From an optimization exercise on the open Yosys and OpenROAD flow, aimed at small area and a short achievable clock period; shortcuts taken in it are not production practice.
At most, simulation tests tie the RTL to the original design; equivalence was not proved.
Power and IR drop assume default switching activity.

job 4641:
==> flow/design.v (excerpt) <==
module fixedFloatConversion(
  input wire clk,
  input wire rst,
  input wire[31:0] targetnumber,
  input wire[4:0] fixpointpos,
  input wire opcode,
  output reg[31:0] result);
Size in the first run: ~860 cells after synthesis, ~32 flip-flops, ~4600 µm² of cells after synthesis.
clock: 9.0 ns
lec_check: 0
abc_area: 1
cap_margin: 20
core_margin: 2
core_utilization: 40
setup_slack_margin: 3
slew_margin: 20
tns_end_percent: 0
standard.sh (not shown) runs the stock make flow with config.mk's settings and CLKGATE_MAP_FILE= SYNTH_SCRIPT=/design/flow/synth_recipe.tcl, a recipe that flattens the netlist after the stock synthesis.
==> flow/flow/run.sh <==
#!/bin/bash
# Standard layout with two changes:
#  - synthesis maps with the ABC script flow/map.abc (registers untouched:
#    abc runs without -dff, so the standard synthesis's flip-flops remain);
#  - the port buffers are the smallest buffer cell.
set -euo pipefail
W=$(pwd)
export BUFFER_PORTS_ARGS="-buffer_cell sky130_fd_sc_hd__buf_1"
{
  echo 'proc abc {args} {'
  echo '  set i [lsearch $args -script]'
  echo "  if {\$i >= 0} { lset args [expr {\$i+1}] $W/flow/map.abc }"
  echo '  yosys abc {*}$args'
  echo '}'
  cat "$W/synth_recipe.tcl"
} > "$W/my_synth.tcl"
sed -E "s#'?SYNTH_SCRIPT=[^ ']*'?#SYNTH_SCRIPT=$W/my_synth.tcl#" "$W/standard.sh" > "$W/my_standard.sh"
grep -q "SYNTH_SCRIPT=$W/my_synth.tcl" "$W/my_standard.sh"
bash "$W/my_standard.sh" > "$W/standard.log" 2>&1
==> flow/flow/map.abc <==
strash
dch -f
map -B 0.9
Per the final summary, job 4641 finished and its layout is clean on timing, DRC and antenna.
diff inputs: job 4641 => job 8500
# job 4641
export LEC_CHECK = 0
export ABC_AREA = 1
export CAP_MARGIN = 20
export CORE_MARGIN = 2
export CORE_UTILIZATION = 40
export SETUP_SLACK_MARGIN = 3
export SLEW_MARGIN = 20
export TNS_END_PERCENT = 0
create_clock -name core_clock -period 9.0 [get_ports {clk}]
# job 8500
export LEC_CHECK = 0
export ABC_AREA = 1
export CAP_MARGIN = 20
export CORE_MARGIN = 2
export CORE_UTILIZATION = 40
export SETUP_SLACK_MARGIN = 3.6
export SLEW_MARGIN = 20
export TNS_END_PERCENT = 0
create_clock -name core_clock -period 9.0 [get_ports {clk}]
diff --git a/flow/flow/run.sh b/flow/flow/run.sh
--- a/flow/flow/run.sh
+++ b/flow/flow/run.sh
@@ -1,6 +1,7 @@
 #!/bin/bash
-# Standard layout with two changes:
+# Standard layout with three changes:
 #  - synthesis maps with the ABC script flow/map.abc (registers untouched:
 #    abc runs without -dff, so the standard synthesis's flip-flops remain);
-#  - the port buffers are the smallest buffer cell.
+#  - the port buffers are the smallest buffer cell;
+#  - no adder cells (ADDER_MAP_FILE empty): abc maps the adders as logic.
 set -euo pipefail
@@ -8,2 +9,4 @@
 export BUFFER_PORTS_ARGS="-buffer_cell sky130_fd_sc_hd__buf_1"
+# no half/full adder cells: the adders are left to abc as plain logic
+export ADDER_MAP_FILE=""
 {
### Flow results
Job 8500 completed; timing, DRC and antenna clean. Count of inverters not on the clock network in the layout was higher in the run labelled job 4641. Normalized max-slew margin: job 8500 vs job 4641 down 1.9 points. Looking only at number of resized instances in the post-cts repair step, and setting everything else aside, the lower value of job 4641 and job 8500 goes to job 4641. The run with more routed wire is job 8500, not job 4641. Summary of job 8500 over job 4641: power of the sequential group neither gained nor lost much; fraction of standard cell area in multi-input logic lost 1.2 points. In job 8500, pin count of the biggest net entering global routing is lower than in job 4641. The setup slack of job 8500 is larger than that of job 4641. Global-route wire length before repair of job 8500 exceeds that of job 4641 by a few percent. Compared with job 4641, in job 8500 design internal power dropped 7.3%; post-CTS setup-driven buffer insertion count up 4.
The inputs of job 6524 differ from those of job 8500 as listed below.
diff --git a/flow/flow/run.sh b/flow/flow/run.sh
--- a/flow/flow/run.sh
+++ b/flow/flow/run.sh
@@ -1,7 +1,6 @@
 #!/bin/bash
-# Standard layout with three changes:
+# Standard layout with two changes:
 #  - synthesis maps with the ABC script flow/map.abc (registers untouched:
 #    abc runs without -dff, so the standard synthesis's flip-flops remain);
-#  - the port buffers are the smallest buffer cell;
-#  - no adder cells (ADDER_MAP_FILE empty): abc maps the adders as logic.
+#  - the port buffers are the smallest buffer cell.
 set -euo pipefail
@@ -9,4 +8,2 @@
 export BUFFER_PORTS_ARGS="-buffer_cell sky130_fd_sc_hd__buf_1"
-# no half/full adder cells: the adders are left to abc as plain logic
-export ADDER_MAP_FILE=""
 {
==> summary.txt <==
- Cell count, job 6524 vs job 8500: up by a few percent
- Re via count: job 6524 and job 8500 aren't equal, and the higher value belongs to job 6524.
- Going from job 8500 to job 6524, static leakage grew by a few percent.
Here is what was changed in the inputs of job 7484 compared with job 6524.
# job 6524
export LEC_CHECK = 0
export ABC_AREA = 1
export CAP_MARGIN = 20
export CORE_MARGIN = 2
export CORE_UTILIZATION = 40
export SETUP_SLACK_MARGIN = 3.6
export SLEW_MARGIN = 20
export TNS_END_PERCENT = 0
create_clock -name core_clock -period 9.0 [get_ports {clk}]
# job 7484
export LEC_CHECK = 0
export ABC_AREA = 1
export CAP_MARGIN = 20
export CORE_MARGIN = 2
export CORE_UTILIZATION = 40
export SETUP_SLACK_MARGIN = 3
export SLEW_MARGIN = 20
export TNS_END_PERCENT = 0
create_clock -name core_clock -period 9.0 [get_ports {clk}]
==> flow/flow/map.abc <==
strash
dch -f
map -B 0.9
topo
stime -c
buffer -c
upsize -c
dnsize -c
### Flow results
Switching power share of the total down 0.80 points in job 7484 wrt job 6524
Measured against each other, job 7484 and job 6524 differ in shortest period the worst path allows, the higher figure coming from job 7484.
Power (lower): job 7484
What job 6524 reported for distinct cell type count of the synthesized netlist has to be multiplied by 1.9 to get the figure for job 7484.
Function was not checked in any run of this note: the RTL went through the layout flow alone.

========
Setup of run 1:
Another version of the RTL of fixedFloatConversion (not shown whole).
For scale: about 1000 cells after synthesis, ~32 flip-flops, ~72 I/O pins, roughly 4900 µm² of cells after synthesis.
Settings: LEC_CHECK=0, ABC_AREA=1, CAP_MARGIN=20, CORE_MARGIN=2, CORE_UTILIZATION=40, SETUP_SLACK_MARGIN=3, SLEW_MARGIN=20, TNS_END_PERCENT=0; clock period 9.0 ns.
==> flow/flow/run.sh <==
#!/bin/bash
# Standard layout with two changes:
#  - synthesis maps with the ABC script flow/map.abc (registers untouched:
#    abc runs without -dff, so the standard synthesis's flip-flops remain);
#  - the port buffers are the smallest buffer cell.
set -euo pipefail
W=$(pwd)
export BUFFER_PORTS_ARGS="-buffer_cell sky130_fd_sc_hd__buf_1"
{
  echo 'proc abc {args} {'
  echo '  set i [lsearch $args -script]'
  echo "  if {\$i >= 0} { lset args [expr {\$i+1}] $W/flow/map.abc }"
  echo '  yosys abc {*}$args'
  echo '}'
  cat "$W/synth_recipe.tcl"
} > "$W/my_synth.tcl"
sed -E "s#'?SYNTH_SCRIPT=[^ ']*'?#SYNTH_SCRIPT=$W/my_synth.tcl#" "$W/standard.sh" > "$W/my_standard.sh"
grep -q "SYNTH_SCRIPT=$W/my_synth.tcl" "$W/my_standard.sh"
bash "$W/my_standard.sh" > "$W/standard.log" 2>&1
==> flow/flow/map.abc <==
strash
dch -f
map -B 0.9 -A 0.9
Modified inputs, run 2 compared to run 1
- changing SETUP_SLACK_MARGIN from 3 to 3.6
diff --git a/flow/flow/run.sh b/flow/flow/run.sh
--- a/flow/flow/run.sh
+++ b/flow/flow/run.sh
@@ -2 +2 @@
-# Standard layout with two changes:
+# Standard layout with three changes:
@@ -5 +5,2 @@
-#  - the port buffers are the smallest buffer cell.
+#  - the port buffers are the smallest buffer cell;
+#  - no adder cells (ADDER_MAP_FILE empty): abc maps the adders as logic.
@@ -8,0 +10,2 @@
+# no half/full adder cells: the adders are left to abc as plain logic
+export ADDER_MAP_FILE=""
==> flow/flow/map.abc <==
strash
dch -f
map -B 0.9
topo
stime -c
buffer -c
## What came out
Die footprint (run 2 over run 1): increase, 4.3%. Global routing usage summed across all routing layers was lower in the run labelled run 2. Run 1 → run 2: routed wire length went up; effective utilization at floorplan went down; power went down; final worst-path cycle share went down.
### run 2 -> run 3
- SETUP_SLACK_MARGIN now 2.5, was 3.6
diff --git a/flow/flow/run.sh b/flow/flow/run.sh
--- a/flow/flow/run.sh
+++ b/flow/flow/run.sh
@@ -2 +2 @@
-# Standard layout with three changes:
+# Standard layout with two changes:
@@ -5,2 +5 @@
-#  - the port buffers are the smallest buffer cell;
-#  - no adder cells (ADDER_MAP_FILE empty): abc maps the adders as logic.
+#  - the port buffers are the smallest buffer cell.
@@ -10,2 +8,0 @@
-# no half/full adder cells: the adders are left to abc as plain logic
-export ADDER_MAP_FILE=""
==> flow/flow/map.abc <==
strash
dch -f
map -a
topo
stime -c
buffer -c
upsize -c
dnsize -c
Findings:
Max synthesized-area fraction occupied by ao, oa, aoi and oai cells across run 3 and run 2: run 3. Comparing run 3 and run 2, the lower die outline area was measured on run 3. Looking at met1 global-route usage, run 3 sits 1.8 points lower than run 2 does. Summary — post-route worst setup slack, run 3 relative to run 2: lower, by 1.03 ns. Re global-route usage: run 3 is 0.29 points up on run 2. The total number of vias of run 3 is lower than that of run 2. Power: run 3 draws more than run 2.
diff inputs: run 3 => run 4
- SETUP_SLACK_MARGIN: 2.5 -> 3.3
==> flow/flow/map.abc <==
strash
dch -f
map -B 0.9
topo
stime -c
buffer -c
==> summary.txt <==
Run 4: flow completed, timing, DRC and antenna clean
Run 3 → run 4: final period utilization shrank by 8.9 points, combined area of the multi-input logic cells grew by about 15%, cell area grew by about 10%, starting utilization of the core area shrank by 0.79 points.
Comparing run 3 and run 4, minimum period implied by the final worst setup slack is lower on run 4.
In run 4, the internal power of the cells came out 11 µW below the value in run 3.
Sequential share of layout area, run 3 and run 4, lower one = run 4.
Run 4 vs run 3 on number of ordinary and repair buffers in the finished layout: run 4 is the lower one.
Run 4 ends up with a total wire length after detailed routing that is 1.5 mm higher than in run 3.
Looking at critical path depth across run 3 and run 4, the one that comes out lower is run 4.
For run 5, these inputs were changed with respect to run 4:
- swapping 3.3 for 3.6 in SETUP_SLACK_MARGIN
==> flow/flow/map.abc <==
strash
dch -f
map -B 0.9
[summary]
- Comparing the two runs side by side, run 5 comes out behind run 4 on final cell area excluding filler cells.
- Between run 4 and run 5, the via count figures differ only marginally.
- First-iteration DRC count on run 5 is down relative to run 4.
- Per the comparison of run 5 with run 4, combinational cell fraction of total power down 0.9 points, clock network power share higher, switching share of total power decreased by 0.91 points relative to the old numbers.
- In the metrics for run 4 and run 5, the one carrying the lower number of instances in the placed design is run 5.
- Run 5 against run 4; power density over the cells is up slightly.
- Run 5 against run 4: detailed placement HPWL decreased by 3.3% relative to the old numbers, maximum fanout along the worst path decreased by 14 relative to the old numbers.
- Relative to run 4, number of logic inverters in the finished layout has decreased by about 1.2% in run 5.
#### Input delta (run 6 over run 5)
diff --git a/flow/flow/run.sh b/flow/flow/run.sh
--- a/flow/flow/run.sh
+++ b/flow/flow/run.sh
@@ -5 +5,2 @@
-#  - the port buffers are the smallest buffer cell.
+#  - the port buffers are the smallest buffer cell;
+#  - no adder cells (ADDER_MAP_FILE empty): abc maps the adders as logic.
@@ -8,0 +10,2 @@
+# no half/full adder cells: the adders are left to abc as plain logic
+export ADDER_MAP_FILE=""
[summary]
- Maximum clock frequency across run 6 and run 5: no real change.
- Utilization on run 6 is up relative to run 5.
- Looking at share of the synthesized area in compound gates (AO/OA/AOI/OAI), run 6 sits 2.7 points higher than run 5 does.
- Relative to run 5, worst setup slack before clock tree synthesis has decreased by 0.47 ns in run 6.

========
Another version of the RTL of fixedFloatConversion (not shown whole).
Settings: LEC_CHECK=0, ABC_AREA=1, CAP_MARGIN=20, CORE_MARGIN=2, CORE_UTILIZATION=40, SETUP_SLACK_MARGIN=4, SLEW_MARGIN=20; clock period 9.0 ns.
run.sh (not shown) runs the stock make flow with config.mk's settings and CLKGATE_MAP_FILE= SYNTH_SCRIPT=/design/flow/synth_recipe.tcl, a recipe that flattens the netlist after the stock synthesis.
Stock flow here: none of the scripts above is used.
Next try:
Settings changed: SETUP_SLACK_MARGIN 4 to default.
Result: Via count falls by about 15%. Area after synthesis stays the same. Total power went down by about 26%. Maximum frequency decreases by 20%. Non-clock buffer count falls by 109. Cell area went down by about 28%. Worst hold slack gets better by 0.39 ns. Clock power went up by 17%.
Next try:
Settings changed: CORE_UTILIZATION 40 to 70, PLACE_DENSITY from default to 0.8.
Outcome: The changed run completed with no timing, DRC or antenna violations. Fmax decreases by 1.2%. Total power falls by 2.1%. Sequential share of layout area goes up by 0.24 points. Routed wire length decreases by 1.8%. Non-clock buffer count is lower by 2. Combinational power came out higher by 2.4%. Worst setup slack loses 0.095 ns. Synthesized cell count does not change. First-iteration DRC count came out higher by 78%. Final area decreases by 2.4%.
Function was not checked in any run of this note: the RTL went through the layout flow alone.

========
fixedFloatConversion, a different RTL version from the one above (not shown whole).
Size in the first run: about 880 cells after synthesis, about 32 flip-flops, about 4500 um2 of cells after synthesis.
clock: 9.0 ns
lec_check: 0
abc_area: 1
cap_margin: 20
core_margin: 2
core_utilization: 40
setup_slack_margin: 3.8
slew_margin: 20
tns_end_percent: 0
standard.sh (not shown) runs the stock make flow with config.mk's settings and CLKGATE_MAP_FILE= SYNTH_SCRIPT=/design/flow/synth_recipe.tcl, a recipe that flattens the netlist after the stock synthesis.
==> flow/flow/run.sh <==
#!/bin/bash
# Standard layout with three changes:
#  - synthesis maps with the ABC script flow/map.abc (registers untouched:
#    abc runs without -dff, so the standard synthesis's flip-flops remain);
#  - the port buffers are the smallest buffer cell;
#  - no adder cells (ADDER_MAP_FILE empty): abc maps the adders as logic.
set -euo pipefail
W=$(pwd)
export BUFFER_PORTS_ARGS="-buffer_cell sky130_fd_sc_hd__buf_1"
# no half/full adder cells: the adders are left to abc as plain logic
export ADDER_MAP_FILE=""
{
  echo 'proc abc {args} {'
  echo '  set i [lsearch $args -script]'
  echo "  if {\$i >= 0} { lset args [expr {\$i+1}] $W/flow/map.abc }"
  echo '  yosys abc {*}$args'
  echo '}'
  cat "$W/synth_recipe.tcl"
} > "$W/my_synth.tcl"
sed -E "s#'?SYNTH_SCRIPT=[^ ']*'?#SYNTH_SCRIPT=$W/my_synth.tcl#" "$W/standard.sh" > "$W/my_standard.sh"
grep -q "SYNTH_SCRIPT=$W/my_synth.tcl" "$W/my_standard.sh"
bash "$W/my_standard.sh" > "$W/standard.log" 2>&1
==> flow/flow/map.abc <==
strash
dch -f
map -B 0.9
The starting point finished with timing, DRC and antenna clean.
Next try:
SETUP_SLACK_MARGIN = 3.4   (was 3.8)
After rerunning: Wire length decreases by 6.2%. Via count shrinks by about 1.9%. Utilization came out lower by 2.5 points. Flip-flop and latch count is unchanged. Power falls by 3.7%. Synthesized area does not change. Setup slack is worse by 120 ps. Critical path depth is unchanged.
Next try:
SETUP_SLACK_MARGIN = 3.7   (was 3.4)
- cell area rose by 2.2%
- global-route usage fell by 0.44 points
- sequential power hardly moves
- total power rose by 1.3%
- fmax rose by about 3.2%
- wire length rose by 0.61%
- cell count is unchanged
- hold slack barely changes

========
Setup of wip/xenon:
RTL: one of the versions met above, not the one the previous note started from.
For scale: about 930 cells after synthesis, ~72 I/O pins, about 4700 um2 of cells after synthesis.
Design fixedFloatConversion, start of the top module:
module fixedFloatConversion(
  input wire clk,
  input wire rst,
  input wire[31:0] targetnumber,
  input wire[4:0] fixpointpos,
  input wire opcode,
  output reg[31:0] result);
==> flow/config.mk <==
export PLATFORM = sky130hd
export DESIGN_NAME = fixedFloatConversion
export DESIGN_NICKNAME = fixedFloatConversion
export VERILOG_FILES = /design/flow/design.v
export SDC_FILE = /design/flow/constraint.sdc
export NUM_CORES = 4
export LEC_CHECK = 0
export ABC_AREA = 1
export CAP_MARGIN = 20
export CORE_MARGIN = 2
export CORE_UTILIZATION = 40
export SETUP_SLACK_MARGIN = 2.7
export SLEW_MARGIN = 20
export TNS_END_PERCENT = 0
==> flow/constraint.sdc <==
create_clock -name core_clock -period 9.0 [get_ports {clk}]
set_input_delay 1.8000 -clock core_clock [delete_from_list [all_inputs] [get_ports {clk}]]
set_output_delay 1.8000 -clock core_clock [all_outputs]
set_load 0.01 [all_outputs]
==> flow/flow/run.sh <==
#!/bin/bash
# Standard layout with two changes:
#  - synthesis maps with the ABC script flow/map.abc (registers untouched:
#    abc runs without -dff, so the standard synthesis's flip-flops remain);
#  - the port buffers are the smallest buffer cell.
set -euo pipefail
W=$(pwd)
export BUFFER_PORTS_ARGS="-buffer_cell sky130_fd_sc_hd__buf_1"
{
  echo 'proc abc {args} {'
  echo '  set i [lsearch $args -script]'
  echo "  if {\$i >= 0} { lset args [expr {\$i+1}] $W/flow/map.abc }"
  echo '  yosys abc {*}$args'
  echo '}'
  cat "$W/synth_recipe.tcl"
} > "$W/my_synth.tcl"
sed -E "s#'?SYNTH_SCRIPT=[^ ']*'?#SYNTH_SCRIPT=$W/my_synth.tcl#" "$W/standard.sh" > "$W/my_standard.sh"
grep -q "SYNTH_SCRIPT=$W/my_synth.tcl" "$W/my_standard.sh"
bash "$W/my_standard.sh" > "$W/standard.log" 2>&1
Scripts as last shown in full above: flow/flow/map.abc
wip/xenon: flow completed, timing, DRC and antenna clean
#### Input delta (wip/umber over wip/xenon)
- putting PLACE_DENSITY at 0.75 where nothing was set
- swapping 2.7 for 3.6 in SETUP_SLACK_MARGIN
- swapping 40 for 60 in CORE_UTILIZATION
==> comparison <==
From wip/xenon to wip/umber the numbers moved as follows: design area decreased 0.69%; fraction of met2 tracks used by global routing has increased; buffering stage count on the worst path with inverters included grew by 4.
Per the comparison of wip/umber with wip/xenon, relative contribution of combinational cells to total power saw an increase, fraction of area in registers did not really move.
wip/umber completed; timing, DRC and antenna clean
> inputs changed (wip/umber -> wip/juniper)
- PLACE_DENSITY: 0.75 -> unset
- CORE_UTILIZATION: 60 -> 40
-- flow/flow/run.sh --
<<< wip/umber, line 2
# Standard layout with two changes:
>>> wip/juniper, line 2
# Standard layout with three changes:
<<< wip/umber, line 5
#  - the port buffers are the smallest buffer cell.
>>> wip/juniper, line 5
#  - the port buffers are the smallest buffer cell;
#  - no adder cells (ADDER_MAP_FILE empty): abc maps the adders as logic.
<<< wip/umber, line 9
>>> wip/juniper, line 10
# no half/full adder cells: the adders are left to abc as plain logic
export ADDER_MAP_FILE=""
==> flow/flow/map.abc <==
strash
dch -f
map -B 0.9 -A 0.9
==> summary.txt <==
Compared with wip/umber, in wip/juniper total power went up, TritonCTS buffer count essentially unchanged, post-route cell area went up, fraction of synthesized area in multiplexers moved up.
Comparing share of the final layout cell area in multi-input gates for wip/umber and wip/juniper, the smaller number came from wip/juniper.
Part of the power in the clock network (wip/juniper over wip/umber): increase, 3.0 points
Final net count (higher): wip/umber
As far as number of sequential cells goes, wip/umber and wip/juniper are indistinguishable; the numbers are identical.
wip/juniper vs wip/umber — wire length reported by the detailed router climbed by more than 10%
Run comparison: wip/umber worst setup path endpoint result[28]$_SDFF_PP0_; wip/juniper worst setup path endpoint result[29]$_SDFF_PP0_
Input changes introduced in wip/raven (baseline for comparison: wip/juniper):
- SETUP_SLACK_MARGIN now 3.9, was 3.6
-- flow/flow/run.sh --
<<< wip/juniper, line 2
# Standard layout with three changes:
>>> wip/raven, line 2
# Standard layout with two changes:
==> flow/flow/map.abc <==
strash
dch -f
map -B 0.9
## What came out
Diff wip/juniper -> wip/raven | instance count after placement with tap cells included | down by a few percent
The die used by wip/raven is smaller than the one used by wip/juniper.
[compare] base=wip/juniper new=wip/raven: critical path depth lower, wire length of the first global-routing pass lower, highest achievable clock rate higher.
The lower final standard cell utilization of the core of wip/juniper and wip/raven is in wip/raven.
Against wip/juniper, wip/raven comes in 0.7 points higher on portion of total power attributed to combinational logic.
Min mean instance size in the synthesized netlist across wip/juniper and wip/raven: wip/juniper
Where HPWL after detailed placement is concerned, wip/juniper is better than wip/raven.
Post-detailed-routing wire length: wip/raven higher than wip/juniper

-- re-timing with driven ports --
No port has a modelled driver above. Below, the same layouts with a new extraction and two added sets of constraints. Step 1 sets driving cells, clkbuf_16 on the clock port and buf_2 on the other inputs (assumed; they add their load-dependent delay and slew). Step 2 times the ports against the registers' clock, not the clock port: input delays grow and output delays shrink by t, the midpoint of the rising clock arrivals with the driver on. a / b / c = ideal ports / drivers / drivers and shift; a / b = the first two.
| run | shift t [ns] | setup slack, ns | worst setup path at the end | pins driven straight from the clock port |
|---|---|---|---|---|
| job 4641 | 0.312 | 3.474 / 3.461 / 3.148 | input to register | 1 |
| job 8500 | 0.322 | 3.831 / 3.840 / 3.518 | input to register | 1 |
| job 6524 | 0.311 | 3.828 / 3.838 / 3.527 | input to register | 1 |
| job 7484 | 0.310 | 3.431 / 3.446 / 3.136 | input to register | 1 |
| run 1 | 0.312 | 3.588 / 3.601 / 3.288 | input to register | 1 |
| run 2 | 0.302 | 3.935 / 3.910 / 3.608 | input to register | 1 |
| run 3 | 0.307 | 2.901 / 2.917 / 2.610 | input to register | 1 |
| run 4 | 0.315 | 3.702 / 3.718 / 3.403 | input to register | 1 |
| run 5 | 0.313 | 3.955 / 3.967 / 3.654 | input to register | 1 |
| run 6 | 0.321 | 3.941 / 3.923 / 3.602 | input to register | 1 |
| the first run of note 3 | 0.315 | 2.499 / 2.485 / 2.170 | input to register | 1 |
| the second run of note 3 | 0.309 | 0.856 / 0.871 / 0.561 | input to register | 1 |
| the third run of note 3 | 0.310 | 0.761 / 0.768 / 0.457 | input to register | 1 |
| the first run of note 4 | 0.329 | 3.993 / 4.001 / 3.673 | input to register | 1 |
| the second run of note 4 | 0.323 | 3.876 / 3.869 / 3.547 | input to register | 1 |
| the third run of note 4 | 0.329 | 4.035 / 4.043 / 3.714 | input to register | 1 |
| wip/xenon | 0.314 | 3.177 / 3.189 / 2.876 | input to register | 1 |
| wip/umber | 0.314 | 3.863 / 3.870 / 3.556 | input to register | 1 |
| wip/juniper | 0.320 | 3.849 / 3.853 / 3.533 | input to register | 1 |
| wip/raven | 0.328 | 4.140 / 4.153 / 3.825 | input to register | 1 |
After both steps every run listed still meets setup and hold. The setup slack of run 6, which loses most, moves by -0.018 ns with the drivers and by -0.339 ns with both steps.
